Context: an optimization exercise on an open-source flow, tuned for small area, a short achievable clock period and few clock cycles. The choices shown serve that exercise and are no tape-out recipe. In this exercise RTL edits were held to simulation tests only and were not proved equivalent to the original. The clock port is modelled as an ideal driver, which makes a skipped or thinned clock tree look cheaper than it is; a real chip needs a root buffer or a tree. Power and IR drop assume default switching activity.

Setup of exp/amber:
Design LBP, start of the top module:
module LBP ( clk, reset, gray_addr, gray_req, gray_ready, gray_data, lbp_addr, lbp_valid, lbp_data, finish);
input   	clk;
input   	reset;
output      [13:0] 	gray_addr;
output  reg      	gray_req;
input   	    gray_ready;
input   [7:0] 	gray_data;
output  reg [13:0] 	lbp_addr;
output  reg 	lbp_valid;
output  reg [7:0] 	lbp_data;
output  reg 	finish;
localparam K = 10;
reg        run;       
reg [3:0]  idx;       
reg [3:0]  rh;        
reg [6:0]  col;       
reg        cend;      
reg        at7;       
reg        last;      
reg        v1, f1;    
reg        first;     
reg        wrapped;   
assign gray_addr = {rh, idx[2:0], col};
wire [3:0] idx_n = !run ? 4'd0 : last ? 4'd0 : idx + 4'd1;
wire [6:0] col_n = last ? col + 7'd1 : col;
wire [3:0] rh_p1 = rh + 4'd1;
wire [3:0] rh_m1 = rh - 4'd1;
wire [3:0] rh_n = at7 ? rh_p1 : (last & ~cend) ? rh_m1 : rh;
always @(posedge clk or posedge reset) begin
    if (reset) run <= 1'b0;
    else run <= run | gray_ready;
end
always @(posedge clk) begin
    if (!run) begin
        idx <= 4'd0;
        rh <= 4'd0;
        col <= 7'd0;
        cend <= 1'b0;
        at7 <= 1'b0;
        last <= 1'b0;
        first <= 1'b0;
        wrapped <= 1'b0;
    end else begin
        first <= last;
        wrapped <= last & cend;
        idx <= idx_n;
        rh <= rh_n;
        col <= col_n;
        if (last) cend <= (col == 7'd126);
        at7 <= (idx == 4'd6);
        last <= (idx == 4'd8);
    end
end
wire [2:0] idx_m2 = idx[2:0] - 3'd2;
wire [6:0] lrow = first ? {(wrapped ? rh : rh_p1), 3'd0} : {(idx[3] ? rh_m1 : rh), idx_m2};
wire [6:0] lcol = col + {6'b111111, ~first};    
function [1:0] cmp2;
    input [7:0] a, b;
    reg [7:0] g, p;
    reg g76, p76, g54, p54, g32, p32, g10, p10, g74, p74, g30, p30, gg, pp;
    begin
        g = a & ~b;
        p = a | ~b;
        g76 = g[7] | (p[7] & g[6]);  p76 = p[7] & p[6];
        g54 = g[5] | (p[5] & g[4]);  p54 = p[5] & p[4];
        g32 = g[3] | (p[3] & g[2]);  p32 = p[3] & p[2];
        g10 = g[1] | (p[1] & g[0]);  p10 = p[1] & p[0];
        g74 = g76 | (p76 & g54);     p74 = p76 & p54;
        g30 = g32 | (p32 & g10);     p30 = p32 & p10;
        gg  = g74 | (p74 & g30);     pp  = p74 & p30;
        cmp2 = {gg | pp, ~gg};
    end
endfunction
reg [7:0]  sr [0:K+1];  
reg [2:0]  pb [0:K];    
reg        q5;          
  ...
export LEC_CHECK = 0
export CAP_MARGIN = 20
export CORE_MARGIN = 2
export CORE_UTILIZATION = 55
export PLACE_DENSITY = 0.75
export SETUP_SLACK_MARGIN = 1.8
export SLEW_MARGIN = 20
create_clock -name core_clock -period 3.3 [get_ports {clk}]
standard.sh (not shown) runs the stock make flow with config.mk's settings and CLKGATE_MAP_FILE= SYNTH_SCRIPT=/design/flow/synth_recipe.tcl, a recipe that flattens the netlist after the stock synthesis.
==> flow/flow/run.sh <==
#!/bin/bash
# Own layout flow: the standard flow (standard.sh, unchanged synthesis),
# with two hooks: flow/ports.tcl after global placement sets the port
# buffers' cells (POST_GLOBAL_PLACE_TCL), and flow/clock_tree.tcl builds a
# two-level clock tree before CTS, which TritonCTS then skips (PRE_CTS_TCL).
# standard.sh's output goes to standard.log; each ORFS step keeps its own log
# under orfs/logs.
set -euo pipefail
cd "$(dirname "$0")/.."
export POST_GLOBAL_PLACE_TCL="$(pwd)/flow/ports.tcl"
export PRE_CTS_TCL="$(pwd)/flow/clock_tree.tcl"
export MY_CLK_NLEAF=12 MY_CLK_LEAF=sky130_fd_sc_hd__clkinv_4 MY_CLK_TOP=sky130_fd_sc_hd__clkinv_8
bash standard.sh > standard.log 2>&1
==> flow/flow/clock_tree.tcl <==
# Clock tree of two levels, built before CTS (PRE_CTS_TCL); the CTS command
# itself is then skipped. The registers are split by balanced k-means on their
# places into NLEAF groups, each clocked by a leaf buffer at its centre; the
# leaf buffers are split the same way into NTOP groups, each driven by a top
# buffer at its centre, and the clock port drives the NTOP top buffers.
proc env_or {name default} {
  if {[info exists ::env($name)]} { return $::env($name) }
  return $default
}
set nleaf [env_or MY_CLK_NLEAF 8]
set ntop [env_or MY_CLK_NTOP 4]
set leafcell [env_or MY_CLK_LEAF sky130_fd_sc_hd__clkbuf_16]
set topcell [env_or MY_CLK_TOP sky130_fd_sc_hd__clkbuf_8]

# balanced k-means of points {x y} into k groups of at most ceil(n/k);
# returns the group of each point
proc bkmeans {pts k} {
  set n [llength $pts]
  set mx 0.0; set my 0.0
  foreach p $pts { set mx [expr {$mx + [lindex $p 0]}]; set my [expr {$my + [lindex $p 1]}] }
  set mx [expr {$mx / $n}]; set my [expr {$my / $n}]
  set order {}
  for {set i 0} {$i < $n} {incr i} {
    set p [lindex $pts $i]
    lappend order [list $i [expr {atan2([lindex $p 1] - $my, [lindex $p 0] - $mx)}]]
  }
  set order [lsort -real -index 1 $order]
  set assign [lrepeat $n 0]
  for {set j 0} {$j < $n} {incr j} { lset assign [lindex $order $j 0] [expr {$j * $k / $n}] }
  set cap [expr {($n + $k - 1) / $k}]
  for {set iter 0} {$iter < 50} {incr iter} {
    set cx [lrepeat $k 0.0]; set cy [lrepeat $k 0.0]; set cn [lrepeat $k 0]
    for {set i 0} {$i < $n} {incr i} {
      set c [lindex $assign $i]; set p [lindex $pts $i]
      lset cx $c [expr {[lindex $cx $c] + [lindex $p 0]}]
      lset cy $c [expr {[lindex $cy $c] + [lindex $p 1]}]
      lset cn $c [expr {[lindex $cn $c] + 1}]
    }
    for {set c 0} {$c < $k} {incr c} {
      if {[lindex $cn $c] > 0} {
        lset cx $c [expr {[lindex $cx $c] / [lindex $cn $c]}]
        lset cy $c [expr {[lindex $cy $c] / [lindex $cn $c]}]
      }
    }
    set pairs {}
    for {set i 0} {$i < $n} {incr i} {
      set p [lindex $pts $i]
      for {set c 0} {$c < $k} {incr c} {
        lappend pairs [list [expr {abs([lindex $p 0] - [lindex $cx $c]) + abs([lindex $p 1] - [lindex $cy $c])}] $i $c]
      }
    }
    set new [lrepeat $n -1]; set used [lrepeat $k 0]
    foreach pr [lsort -real -index 0 $pairs] {
      lassign $pr d i c
      if {[lindex $new $i] >= 0 || [lindex $used $c] >= $cap} { continue }
      lset new $i $c
      lset used $c [expr {[lindex $used $c] + 1}]
    }
    if {$new eq $assign} { break }
    set assign $new
  }
  return $assign
}

# centre of each group
proc centres {pts assign k} {
  set cx [lrepeat $k 0.0]; set cy [lrepeat $k 0.0]; set cn [lrepeat $k 0]
  foreach p $pts c $assign {
    lset cx $c [expr {[lindex $cx $c] + [lindex $p 0]}]
    lset cy $c [expr {[lindex $cy $c] + [lindex $p 1]}]
    lset cn $c [expr {[lindex $cn $c] + 1}]
  }
  set out {}
  for {set c 0} {$c < $k} {incr c} {
    lappend out [list [expr {[lindex $cx $c] / max(1, [lindex $cn $c])}] [expr {[lindex $cy $c] / max(1, [lindex $cn $c])}]]
  }
  return $out
}

set block [ord::get_db_block]
set core [$block getCoreArea]
proc add_buffer {name cell at in_net} {
  set block [ord::get_db_block]
  set core [$block getCoreArea]
  set master [[ord::get_db] findMaster $cell]
  set inst [odb::dbInst_create $block $master $name]
  set x [expr {int([lindex $at 0]) - [$master getWidth] / 2}]
  set y [expr {int([lindex $at 1]) - [$master getHeight] / 2}]
  set x [expr {max([$core xMin], min($x, [$core xMax] - [$master getWidth]))}]
  set y [expr {max([$core yMin], min($y, [$core yMax] - [$master getHeight]))}]
  $inst setLocation $x $y
  $inst setPlacementStatus PLACED
  set net [odb::dbNet_create $block clknet_$name]
  $net setSigType CLOCK
  [$inst findITerm A] connect $in_net
  [$inst findITerm [expr {[string match "*inv*" $cell] ? "Y" : "X"}]] connect $net
  return $net
}

set clk_net [$block findNet clk]
set sinks [$clk_net getITerms]
set pts {}
foreach it $sinks {
  set bb [[$it getInst] getBBox]
  lappend pts [list [expr {([$bb xMin] + [$bb xMax]) / 2.0}] [expr {([$bb yMin] + [$bb yMax]) / 2.0}]]
}
set leaf_of [bkmeans $pts $nleaf]
set leaf_at [centres $pts $leaf_of $nleaf]
set top_of [bkmeans $leaf_at $ntop]
set top_at [centres $leaf_at $top_of $ntop]

set top_net {}
for {set t 0} {$t < $ntop} {incr t} {
  lappend top_net [add_buffer clktop_$t $topcell [lindex $top_at $t] $clk_net]
}
for {set c 0} {$c < $nleaf} {incr c} {
  set net [add_buffer clkleaf_$c $leafcell [lindex $leaf_at $c] [lindex $top_net [lindex $top_of $c]]]
  set cnt 0
  foreach it $sinks g $leaf_of {
    if {$g == $c} { $it disconnect; $it connect $net; incr cnt }
  }
  puts "clock leaf $c (top [lindex $top_of $c]) at [lindex $leaf_at $c] drives $cnt registers"
}
set_propagated_clock [all_clocks]
rename clock_tree_synthesis {}
proc clock_tree_synthesis {args} { puts "clock_tree_synthesis skipped: the clock tree is built by clock_tree.tcl" }
# the tree's inverters are its own: no cloning next to the registers
rename repair_clock_inverters {}
proc repair_clock_inverters {args} { puts "repair_clock_inverters skipped: the clock tree is built by clock_tree.tcl" }
Other scripts of this flow, unchanged in this note and not shown: flow/flow/ports.tcl
Testbench counts of exp/amber, summed over its fixed seeds: cycles 163,840.
Here is what was changed in the inputs of exp/cedar compared with exp/amber.
# exp/amber
export LEC_CHECK = 0
export CAP_MARGIN = 20
export CORE_MARGIN = 2
export CORE_UTILIZATION = 55
export PLACE_DENSITY = 0.75
export SETUP_SLACK_MARGIN = 1.8
export SLEW_MARGIN = 20
create_clock -name core_clock -period 3.3 [get_ports {clk}]
# exp/cedar
export LEC_CHECK = 0
export CAP_MARGIN = 20
export CORE_MARGIN = 2
export CORE_UTILIZATION = 65
export PLACE_DENSITY = 0.85
export SETUP_SLACK_MARGIN = 1.95
export SLEW_MARGIN = 20
create_clock -name core_clock -period 3.3 [get_ports {clk}]
==> comparison <==
- Looking at the reports, exp/cedar completed the entire flow and the layout it produced met the timing, design-rule and antenna checks.
- exp/cedar ends up with a portion of the clock cycle consumed by the worst path in the final layout that is 2.0 points lower than in exp/amber.
- Summary of exp/cedar over exp/amber: wire length of the first global-routing pass now sits higher; wire length on met2 higher.
- Looking at die span in x across exp/cedar and exp/amber, the one that comes out higher is exp/amber.
### exp/cedar -> exp/xenon
# exp/cedar
export LEC_CHECK = 0
export CAP_MARGIN = 20
export CORE_MARGIN = 2
export CORE_UTILIZATION = 65
export PLACE_DENSITY = 0.85
export SETUP_SLACK_MARGIN = 1.95
export SLEW_MARGIN = 20
create_clock -name core_clock -period 3.3 [get_ports {clk}]
# exp/xenon
export LEC_CHECK = 0
export CAP_MARGIN = 20
export CORE_MARGIN = 2
export CORE_UTILIZATION = 55
export PLACE_DENSITY = 0.75
export SETUP_SLACK_MARGIN = 1.95
export SLEW_MARGIN = 20
create_clock -name core_clock -period 3.3 [get_ports {clk}]
-- flow/flow/run.sh --
<<< exp/cedar, line 11
export PRE_CTS_TCL="$(pwd)/flow/clock_tree.tcl"
export MY_CLK_NLEAF=12 MY_CLK_LEAF=sky130_fd_sc_hd__clkinv_4 MY_CLK_TOP=sky130_fd_sc_hd__clkinv_8
bash standard.sh > standard.log 2>&1
>>> exp/xenon, line 11
export PRE_CTS_TCL="$(pwd)/flow/clock_tree.tcl"
export MY_CLK_NLEAF=12 MY_CLK_LEAF=sky130_fd_sc_hd__clkinv_4 MY_CLK_TOP=sky130_fd_sc_hd__clkinv_4
bash standard.sh > standard.log 2>&1
## What came out
- For exp/xenon, the type of the worst setup path was reg -> out, unlike exp/cedar, where it was reg -> reg.
- Delta (exp/xenon minus exp/cedar): via count increased 0.43%, die area increased 0.0015 mm^2.
- exp/xenon vs exp/cedar: number of filler cells placed in the layout up by more than a quarter
- Re multi-input gate share of the layout cell area: exp/xenon and exp/cedar aren't equal, and the lower value belongs to exp/xenon.
- The final reports for exp/xenon and exp/cedar show finished layout cell area higher in the former.
- The run with more routed wire is exp/cedar, not exp/xenon.
- Between exp/xenon and exp/cedar, it is exp/xenon whose cell count is higher, by 11.
- Compared to exp/cedar, exp/xenon leaves more free space in the core.
### exp/xenon -> exp/raven
# exp/xenon
export LEC_CHECK = 0
export CAP_MARGIN = 20
export CORE_MARGIN = 2
export CORE_UTILIZATION = 55
export PLACE_DENSITY = 0.75
export SETUP_SLACK_MARGIN = 1.95
export SLEW_MARGIN = 20
create_clock -name core_clock -period 3.3 [get_ports {clk}]
# exp/raven
export LEC_CHECK = 0
export CAP_MARGIN = 20
export CORE_MARGIN = 2
export CORE_UTILIZATION = 55
export PLACE_DENSITY = 0.75
export SETUP_SLACK_MARGIN = 1.85
export SLEW_MARGIN = 20
create_clock -name core_clock -period 3.3 [get_ports {clk}]
-- flow/flow/run.sh --
<<< exp/xenon, line 11
export PRE_CTS_TCL="$(pwd)/flow/clock_tree.tcl"
export MY_CLK_NLEAF=12 MY_CLK_LEAF=sky130_fd_sc_hd__clkinv_4 MY_CLK_TOP=sky130_fd_sc_hd__clkinv_4
bash standard.sh > standard.log 2>&1
>>> exp/raven, line 11
export PRE_CTS_TCL="$(pwd)/flow/clock_tree.tcl"
export MY_CLK_NLEAF=12 MY_CLK_LEAF=sky130_fd_sc_hd__clkinv_4 MY_CLK_TOP=sky130_fd_sc_hd__clkinv_8
bash standard.sh > standard.log 2>&1
==> comparison <==
- Going from exp/xenon to exp/raven, power spent charging and discharging nets lost about 6%; share of cell area taken by flip-flops and latches saw an increase; number of cells on the worst reg-to-reg path went up by 2; worst slew slack as a fraction of its limit now larger.
- Sum of routed wire length over all layers improves in exp/raven relative to exp/xenon.
- Delta (exp/raven minus exp/xenon): worst setup slack after placement has decreased; post-route fraction of the period consumed by the critical path has increased; number of iterations in the first detailed-routing pass has remained practically unchanged.
- exp/raven reached the final stage; the timing, design-rule and antenna checks on its layout passed.
- Across both runs, met3 demand-to-capacity share in global routing was lower for exp/raven than for exp/xenon.
In every run of this note, the design's own scripts or RTL, not TritonCTS, make the clock network.

re-timing with driven ports:
How much do the figures lean on ideal ports? The routed layouts below were timed once more, with nothing changed but the port constraints. Step 1 assumes that a clkbuf_16 drives the clock port and a buf_2 every other input. Step 2, shift: input delay + t, output delay - t, t = (earliest + latest rising clock arrival at the registers) / 2. This alone moves slack from input paths to output paths. Slacks: ideal / step 1 / step 2; pairs: ideal / step 1.
run	t, ns	setup slack, ns	clock arrival spread, ns
exp/amber	0.269	1.873 / 1.747 / 1.873	0.025 / 0.025
exp/cedar	0.272	1.940 / 1.830 / 1.940	0.029 / 0.030
exp/xenon	0.262	1.950 / 1.861 / 1.952	0.025 / 0.026
exp/raven	0.269	1.896 / 1.763 / 1.914	0.024 / 0.024
After both steps every run listed still meets setup and hold.
